Context: an optimization exercise on an open-source flow, tuned for small area. The choices shown serve that exercise and are no tape-out recipe. In this exercise RTL edits were held to simulation tests only and were not proved equivalent to the original.

==> job 6387: inputs <==
// fir_H
module fir_H(xIn,sample,clk,reset,yOut,mode);
input mode;
input sample, clk, reset;
input[15:0] xIn;
output reg[15:0] yOut;
	reg [495:0] ring;           
	reg [4:0] r;                
	reg [15:0] xb;              
	reg [4:0] ph;               
	reg [4:0] u;                
	reg [31:0] acc;
	wire start = sample & ~reset & (ph == 5'd0);
	wire busy = (ph != 5'd0);
	wire ins = busy & ((ph == r) | ((ph == 5'd31) & (r == 5'd0)));
	wire [15:0] fb = ins ? xb : ring[15:0];
	always @(posedge clk)
		ring <= {fb, ring[495:16]};
	always @(posedge clk)
		if (!busy) xb <= xIn;
	always @(posedge clk)
		if (reset) r <= 5'd0;
		else if (!(start | busy)) r <= (r == 5'd0) ? 5'd30 : r - 5'd1;
	wire [15:0] hn;
	wire [30:0] sel;
	genvar g;
	generate for (g = 0; g < 31; g = g + 1) begin : rd
		assign sel[g] = (r == g);
	end
	for (g = 0; g < 16; g = g + 1) begin : rb
		wire [30:0] d;
		genvar w;
		for (w = 0; w < 31; w = w + 1) begin : dw
			assign d[w] = ring[16*w + g];
		end
		rmux m(.d(d), .sel(sel), .yn(hn[g]));
	end endgenerate
	always @(posedge clk)
		if (reset) ph <= 5'd0;
		else if (start | busy) ph <= ph + 5'd1;
	always @(posedge clk)
		if (reset) u <= 5'd31;
		else if (ph == 5'd31 && u != 5'd0) u <= u - 5'd1;
	wire [7:0] onen, twon, neg;
	h_rom_h rom(.addr(ph), .mode(mode), .onen(onen), .twon(twon), .neg(neg));
	wire [32:0] s;
	mac mac0(.hn(hn), .acc(acc), .onen(onen), .twon(twon), .neg(neg), .s(s));
	wire [31:0] sat = (s[32] == s[31]) ? s[31:0] : (s[32] ? 32'h8000_0000 : 32'h07ff_ffff);
	wire clr = reset | (ph == 5'd31) | (~busy & ~sample) | (ph < u);
	always @(posedge clk)
		acc <= clr ? 32'd0 : sat;
	wire [15:0] y = acc[31] ? (acc[30] ? acc[30:15] : 16'h8000)
	                        : (acc[30] ? 16'h7fff : acc[30:15]);
	always @(posedge clk)
		if (reset) yOut <= 16'd0;
		else if (ph == 5'd31) yOut <= y;
endmodule
export LEC_CHECK = 0
export CAP_MARGIN = 20
export CORE_MARGIN = 2
export CORE_UTILIZATION = 60
export SLEW_MARGIN = 20
export SYNTH_HIERARCHICAL = 1
create_clock -name core_clock -period 25.0 [get_ports {clk}]
run.sh (not shown) runs the stock make flow with config.mk's settings and CLKGATE_MAP_FILE= SYNTH_SCRIPT=/design/flow/synth_recipe.tcl, a recipe that flattens the netlist after the stock synthesis.
==> job 6450 (differences from job 6387) <==
==> flow/flow/run.sh (new file) <==
#!/bin/bash
# Layout flow: the standard ORFS flow (standard.sh) with two changes:
#  - before the resizer's repair_design, every cell is set to its smallest
#    drive strength (flow/downsize.tcl); repair_design sizes up what needs it;
#  - clock tree synthesis without dummy loads (CTS_ARGS).
# make's output goes to standard.log; ORFS keeps each step's log in orfs/logs.
set -euo pipefail
here=$(pwd)
export PRE_RESIZE_TCL=$here/flow/downsize.tcl
export CTS_ARGS="-sink_clustering_enable -repair_clock_nets -dont_use_dummy_load"
bash standard.sh > standard.log 2>&1
==> flow/flow/downsize.tcl (new file) <==
# Before the resizer's repair_design (PRE_RESIZE hook): give every cell the
# smallest drive strength of its function.  Synthesis sizes cells for speed
# that this design, with its long clock period, does not need; repair_design
# then upsizes or buffers wherever slew, capacitance or fanout need it.
set db [ord::get_db]
set block [ord::get_db_block]
set dont_use $::env(DONT_USE_CELLS)
set count 0
foreach inst [$block getInsts] {
  set m [$inst getMaster]
  set name [$m getName]
  if { ![regexp {^(sky130_fd_sc_hd__[a-z0-9]+)_([0-9]+)$} $name -> base drive] } { continue }
  if { [$inst isFixed] } { continue }
  set best $m
  foreach d {0 1 2 3 4 6 8 12 16} {
    set cname ${base}_$d
    if { [lsearch -exact $dont_use $cname] >= 0 } { continue }
    set c [$db findMaster $cname]
    if { $c == "NULL" || $c == "" } { continue }
    if { [$c getWidth] < [$best getWidth] } { set best $c }
  }
  if { $best != $m } {
    set p1 [lsort [lmap t [$m getMTerms] {$t getName}]]
    set p2 [lsort [lmap t [$best getMTerms] {$t getName}]]
    if { $p1 eq $p2 } {
      $inst swapMaster $best
      incr count
    }
  }
}
puts "downsize: $count instances set to their smallest drive strength"
==> flow/standard.sh (new file) <==
#!/bin/bash
# synth_recipe.tcl (not shown) runs the flow's synth.tcl, then flattens the netlist and writes it again
# the make line also repeats each setting of config.mk as NAME=value (left out here)
make -C /OpenROAD-flow-scripts/flow DESIGN_CONFIG=/design/flow/config.mk WORK_HOME=/design/flow/orfs CLKGATE_MAP_FILE= SYNTH_SCRIPT=/design/flow/synth_recipe.tcl "${@:-finish}"
removed: flow/run.sh
==> summary of the runs <==
Against job 6450, the final cell count of job 6387 is larger by 1.5%.
Against job 6450, the first-iteration DRC count of job 6387 is smaller by about 1.7%.
In job 6387 the register-to-register slack is lower than in job 6450, by 260 ps.
Worst setup slack: job 6387 is higher than job 6450 (62 ps).
Of job 6450 and job 6387, job 6387 has the higher count of clock-buffer cells in the layout (gap 20).
Of job 6450 and job 6387, job 6387 has the higher routed wire length (gap about 2%, measured against job 6387).

========
==> quartz <==
fir_H, a different RTL version from the one above (not shown whole).
## fir_H
module fir_H(xIn,sample,clk,reset,yOut,mode);
input mode;
input sample, clk, reset;
input[15:0] xIn;
output reg[15:0] yOut;
	reg [495:0] ring;           
	reg [4:0] r;                
	reg [15:0] xb;              
	reg [4:0] ph;               
	reg [4:0] u;                
	reg [31:0] acc;
	wire start = sample & ~reset & (ph == 5'd0);
	wire busy = (ph != 5'd0);
	wire ins = busy & ((ph == r) | ((ph == 5'd31) & (r == 5'd0)));
	wire [15:0] fb = ins ? xb : ring[15:0];
	always @(posedge clk)
		ring <= {fb, ring[495:16]};
	always @(posedge clk)
		if (!busy) xb <= xIn;
	always @(posedge clk)
		if (reset) r <= 5'd0;
		else if (!(start | busy)) r <= (r == 5'd0) ? 5'd30 : r - 5'd1;
	wire [15:0] hn;
	wire [30:0] sel;
	genvar g;
	generate for (g = 0; g < 31; g = g + 1) begin : rd
		assign sel[g] = (r == g);
	end
	for (g = 0; g < 16; g = g + 1) begin : rb
		wire [30:0] d;
		genvar w;
		for (w = 0; w < 31; w = w + 1) begin : dw
  ...
==> module fir_H, before the edit <==
module fir_H(xIn,sample,clk,reset,yOut,mode);
input mode;
input sample, clk, reset;
input[15:0] xIn;
output reg[15:0] yOut;
	reg [495:0] ring;           
	reg [4:0] r;                
	reg [15:0] xb;              
	reg [4:0] ph;               
	reg [4:0] u;                
	reg [31:0] acc;
	wire start = sample & ~reset & (ph == 5'd0);
	wire busy = (ph != 5'd0);
	wire ins = busy & ((ph == r) | ((ph == 5'd31) & (r == 5'd0)));
	wire [15:0] fb = ins ? xb : ring[15:0];
	always @(posedge clk)
		ring <= {fb, ring[495:16]};
	always @(posedge clk)
		if (!busy) xb <= xIn;
	always @(posedge clk)
		if (reset) r <= 5'd0;
		else if (!(start | busy)) r <= (r == 5'd0) ? 5'd30 : r - 5'd1;
	wire [15:0] hn;
	wire [30:0] sel;
	genvar g;
	generate for (g = 0; g < 31; g = g + 1) begin : rd
		assign sel[g] = (r == g);
	end
	for (g = 0; g < 16; g = g + 1) begin : rb
		wire [30:0] d;
		genvar w;
		for (w = 0; w < 31; w = w + 1) begin : dw
			assign d[w] = ring[16*w + g];
		end
		rmux m(.d(d), .sel(sel), .yn(hn[g]));
	end endgenerate
	always @(posedge clk)
		if (reset) ph <= 5'd0;
		else if (start | busy) ph <= ph + 5'd1;
	always @(posedge clk)
		if (reset) u <= 5'd31;
		else if (ph == 5'd31 && u != 5'd0) u <= u - 5'd1;
	wire [7:0] onen, twon, neg;
	h_rom_h rom(.addr(ph), .mode(mode), .onen(onen), .twon(twon), .neg(neg));
	wire [32:0] s;
	mac mac0(.hn(hn), .acc(acc), .onen(onen), .twon(twon), .neg(neg), .s(s));
	wire [31:0] sat = (s[32] == s[31]) ? s[31:0] : (s[32] ? 32'h8000_0000 : 32'h07ff_ffff);
	wire clr = reset | (ph == 5'd31) | (~busy & ~sample) | (ph < u);
	always @(posedge clk)
		acc <= clr ? 32'd0 : sat;
	wire [15:0] y = acc[31] ? (acc[30] ? acc[30:15] : 16'h8000)
	                        : (acc[30] ? 16'h7fff : acc[30:15]);
	always @(posedge clk)
		if (reset) yOut <= 16'd0;
		else if (ph == 5'd31) yOut <= y;
endmodule
clock: 25.0 ns
lec_check: 0
cap_margin: 5
core_margin: 2
core_utilization: 60
slew_margin: 5
synth_hierarchical: 1
standard.sh (not shown) runs the stock make flow with config.mk's settings and CLKGATE_MAP_FILE= SYNTH_SCRIPT=/design/flow/synth_recipe.tcl, a recipe that flattens the netlist after the stock synthesis.
==> flow/flow/run.sh <==
#!/bin/bash
# Layout flow: the standard ORFS flow (standard.sh) with two changes:
#  - before the resizer's repair_design, every cell is set to its smallest
#    drive strength (flow/downsize.tcl); repair_design sizes up what needs it;
#  - clock tree synthesis without dummy loads (CTS_ARGS).
# make's output goes to standard.log; ORFS keeps each step's log in orfs/logs.
set -euo pipefail
here=$(pwd)
export PRE_RESIZE_TCL=$here/flow/downsize.tcl
export REMOVE_ABC_BUFFERS=1
export BUFFER_PORTS_ARGS="-buffer_cell sky130_fd_sc_hd__buf_1"
export CTS_ARGS="-sink_clustering_enable -repair_clock_nets -dont_use_dummy_load -sink_clustering_size 28 -sink_clustering_max_diameter 100"
bash standard.sh > standard.log 2>&1
==> flow/flow/downsize.tcl <==
# Before the resizer's repair_design (PRE_RESIZE hook): give every cell the
# smallest drive strength of its function.  Synthesis sizes cells for speed
# that this design, with its long clock period, does not need; repair_design
# then upsizes or buffers wherever slew, capacitance or fanout need it.
set db [ord::get_db]
set block [ord::get_db_block]
set dont_use $::env(DONT_USE_CELLS)
set count 0
foreach inst [$block getInsts] {
  set m [$inst getMaster]
  set name [$m getName]
  if { ![regexp {^(sky130_fd_sc_hd__[a-z0-9]+)_([0-9]+)$} $name -> base drive] } { continue }
  if { [$inst isFixed] } { continue }
  set best $m
  foreach d {0 1 2 3 4 6 8 12 16} {
    set cname ${base}_$d
    if { [lsearch -exact $dont_use $cname] >= 0 } { continue }
    set c [$db findMaster $cname]
    if { $c == "NULL" || $c == "" } { continue }
    if { [$c getWidth] < [$best getWidth] } { set best $c }
  }
  if { $best != $m } {
    set p1 [lsort [lmap t [$m getMTerms] {$t getName}]]
    set p2 [lsort [lmap t [$best getMTerms] {$t getName}]]
    if { $p1 eq $p2 } {
      $inst swapMaster $best
      incr count
    }
  }
}
puts "downsize: $count instances set to their smallest drive strength"
==> ember (differences from quartz) <==
--- a/flow/design.v
+++ b/flow/design.v
@@ -695,4 +695,52 @@
 nor3 o3(.a(o[0]), .b(o[1]), .c(o[2]), .y(yn));
 endmodule
+module inc5(a,y);                 
+input[4:0] a;
+output[4:0] y;
+assign y[0] = ~a[0];
+assign y[1] = a[1] ^ a[0];
+assign y[2] = a[2] ^ (a[1] & a[0]);
+assign y[3] = a[3] ^ (a[2] & a[1] & a[0]);
+assign y[4] = a[4] ^ (a[3] & a[2] & a[1] & a[0]);
+endmodule
+module dec5(a,y);                 
+input[4:0] a;
+output[4:0] y;
+assign y[0] = ~a[0];
+assign y[1] = a[1] ^ ~a[0];
+assign y[2] = a[2] ^ ~(a[1] | a[0]);
+assign y[3] = a[3] ^ ~(a[2] | a[1] | a[0]);
+assign y[4] = a[4] ^ ~(a[3] | a[2] | a[1] | a[0]);
+endmodule
+module eq5(a,b,y);                
+input[4:0] a,b;
+output y;
+assign y = ~|(a ^ b);
+endmodule
+module lt5(a,b,y);                
+input[4:0] a,b;
+output y;
+assign y = a < b;
+endmodule
+module mux2(a,b,s,y);             
+input a,b,s;
+output y;
+assign y = s ? b : a;
+endmodule
+module ao21(a1,a2,b1,y);
+input a1,a2,b1;
+output y;
+assign y = (a1 & a2) | b1;
+endmodule
+module and2(a,b,y);
+input a,b;
+output y;
+assign y = a & b;
+endmodule
+module ybit(a,a31n,sat,rst,y);    
+input a,a31n,sat,rst;
+output y;
+assign y = ~rst & (sat ? a31n : a);
+endmodule
 module h_rom_h(addr,mode,onen,twon,neg);
 input mode;
@@ -919,22 +967,39 @@
 	reg [4:0] u;                
 	reg [31:0] acc;
-	wire start = sample & ~reset & (ph == 5'd0);
-	wire busy = (ph != 5'd0);
-	wire ins = busy & ((ph == r) | ((ph == 5'd31) & (r == 5'd0)));
-	wire [15:0] fb = ins ? xb : ring[15:0];
+	wire busy = |ph;            
+	wire ld = &ph;              
+	wire rest = ~busy & ~sample;    
+	wire [4:0] rn = ~r;
+	wire [3:0] an;
+	wire [7:0] bn;
+	wire [30:0] sel;
+	genvar g;
+	generate for (g = 0; g < 4; g = g + 1) begin : pa
+		nand2 p(.a(g & 1 ? r[0] : rn[0]), .b(g & 2 ? r[1] : rn[1]), .y(an[g]));
+	end
+	for (g = 0; g < 8; g = g + 1) begin : pb
+		nand3 p(.a(g & 1 ? r[2] : rn[2]), .b(g & 2 ? r[3] : rn[3]), .c(g & 4 ? r[4] : rn[4]), .y(bn[g]));
+	end
+	for (g = 0; g < 31; g = g + 1) begin : dl
+		nor2 l(.a(an[g % 4]), .b(bn[g / 4]), .y(sel[g]));
+	end endgenerate
+	wire eq;
+	eq5 cmp_ins(.a(ph), .b(r), .y(eq));
+	wire ins = busy & (eq | (ld & sel[0]));
+	wire [15:0] fb;
+	generate for (g = 0; g < 16; g = g + 1) begin : fbm
+		mux2 m(.a(ring[g]), .b(xb[g]), .s(ins), .y(fb[g]));
+	end endgenerate
 	always @(posedge clk)
 		ring <= {fb, ring[495:16]};
 	always @(posedge clk)
 		if (!busy) xb <= xIn;
+	wire [4:0] rdec;
+	dec5 rd(.a(r), .y(rdec));
+	wire [4:0] rnext = {rdec[4:1], rdec[0] & ~sel[0]} & {5{~reset}};
 	always @(posedge clk)
-		if (reset) r <= 5'd0;
-		else if (!(start | busy)) r <= (r == 5'd0) ? 5'd30 : r - 5'd1;
+		if (reset | rest) r <= rnext;
 	wire [15:0] hn;
-	wire [30:0] sel;
-	genvar g;
-	generate for (g = 0; g < 31; g = g + 1) begin : rd
-		assign sel[g] = (r == g);
-	end
-	for (g = 0; g < 16; g = g + 1) begin : rb
+	generate for (g = 0; g < 16; g = g + 1) begin : rb
 		wire [30:0] d;
 		genvar w;
@@ -944,22 +1009,41 @@
 		rmux m(.d(d), .sel(sel), .yn(hn[g]));
 	end endgenerate
+	wire [4:0] phinc;
+	inc5 pi(.a(ph), .y(phinc));
+	wire cnt = ~reset & (sample | busy);
 	always @(posedge clk)
-		if (reset) ph <= 5'd0;
-		else if (start | busy) ph <= ph + 5'd1;
+		ph <= phinc & {5{cnt}};
+	wire [4:0] udec;
+	dec5 ud(.a(u), .y(udec));
 	always @(posedge clk)
-		if (reset) u <= 5'd31;
-		else if (ph == 5'd31 && u != 5'd0) u <= u - 5'd1;
+		if (reset | (ld & (|u))) u <= udec | {5{reset}};
 	wire [7:0] onen, twon, neg;
 	h_rom_h rom(.addr(ph), .mode(mode), .onen(onen), .twon(twon), .neg(neg));
 	wire [32:0] s;
 	mac mac0(.hn(hn), .acc(acc), .onen(onen), .twon(twon), .neg(neg), .s(s));
-	wire [31:0] sat = (s[32] == s[31]) ? s[31:0] : (s[32] ? 32'h8000_0000 : 32'h07ff_ffff);
-	wire clr = reset | (ph == 5'd31) | (~busy & ~sample) | (ph < u);
+	wire lt;
+	lt5 cmp_u(.a(ph), .b(u), .y(lt));
+	wire clr = reset | ld | rest | lt;
+	wire ovp = ~s[32] & s[31];      
+	wire ovn = s[32] & ~s[31];      
+	wire keep = ~(clr | ovp | ovn);
+	wire setp = ~clr & ovp;
+	wire setn = ~clr & ovn;
+	wire [31:0] accd;
+	generate for (g = 0; g < 32; g = g + 1) begin : ab
+		if (g < 27) ao21 a(.a1(s[g]), .a2(keep), .b1(setp), .y(accd[g]));
+		else if (g < 31) and2 a(.a(s[g]), .b(keep), .y(accd[g]));
+		else ao21 a(.a1(s[g]), .a2(keep), .b1(setn), .y(accd[g]));
+	end endgenerate
 	always @(posedge clk)
-		acc <= clr ? 32'd0 : sat;
-	wire [15:0] y = acc[31] ? (acc[30] ? acc[30:15] : 16'h8000)
-	                        : (acc[30] ? 16'h7fff : acc[30:15]);
+		acc <= accd;
+	wire sat = acc[31] ^ acc[30];
+	wire a31n = ~acc[31];
+	wire [15:0] yd;
+	generate for (g = 0; g < 15; g = g + 1) begin : yb
+		ybit b(.a(acc[15+g]), .a31n(a31n), .sat(sat), .rst(reset), .y(yd[g]));
+	end endgenerate
+	assign yd[15] = acc[31] & ~reset;
 	always @(posedge clk)
-		if (reset) yOut <= 16'd0;
-		else if (ph == 5'd31) yOut <= y;
+		if (reset | ld) yOut <= yd;
 endmodule
Settings changed: CAP_MARGIN 5 to 20, SLEW_MARGIN 5 to 20.
==> flow_summary.yaml <==
floorplanning:
  dieHeight_um: 202
  core_area_mm2: 0.0386
  die_w_um: 202
run_status:
  run_status: "finished clean"
timing:
  setup_ws_ns: 5.45
  fmax_ghz: 0.0512
  tightest_slew_ns: 1.31
setup_path:
  cp-endpoint: "acc[4]$_SDFF_PP0_"
  cp_max_fo: 32
  worstPathRequired_ns: 25.37
  worstPathArrival_ns: 19.91
yosys:
  netlist_instances: 1864
drt:
  viasPerCell: 6.30
final_layout:
  finalNetCount: 2098
  nMultiInputCombCells: 1144
global_routing:
  track_usage_pct: 27.7
Source of the figures above: quartz

==> flow_summary.yaml <==
run_status:
  run_status: "finished clean"
floorplanning:
  core_area_mm2: 0.0374
  die_w_um: 198
final_layout:
  nMultiInputCombCells: 995
  finalNetCount: 1925
global_routing:
  track_usage_pct: 29.0
  overflow: 0
setup_path:
  critPathBufInv: 4
  worstPathArrival_ns: 19.49
  cp-endpoint: "acc[11]$_DFF_P_"
drt:
  viasPerCell: 6.24
  num_vias: 14100
timing:
  fmax_ghz: 0.0526
  tightest_slew_ns: 1.22
Source of the figures above: ember

port drivers added, routing unchanged:
The results above use ideal ports. As a check the final layouts listed here were re-extracted and re-timed, cells and wires unchanged. Step 1, drivers: a clkbuf_16 drives clk and a buf_2 each remaining input, both assumed. Step 2, shift: input delay + t, output delay - t, t = (earliest + latest rising clock arrival at the registers) / 2. This alone moves slack from input paths to output paths. a / b / c = no drivers / after step 1 / after step 2; a / b = the first two.
run	t, ns	setup slack, ns	worst data-port slew with drivers (ns)	cell pins on the clock port's net
job 6387	0.665	5.413 / 5.433 / 4.769	0.05	1
job 6450	0.630	5.351 / 5.373 / 4.743	0.05	1
quartz	0.624	5.454 / 5.482 / 4.858	0.05	1
ember	0.631	5.995 / 6.030 / 5.399	0.04	1
After both steps setup and hold are still met in every run listed. The setup slack of job 6387, which loses most, moves by +0.020 ns with the drivers and by -0.644 ns with both steps.
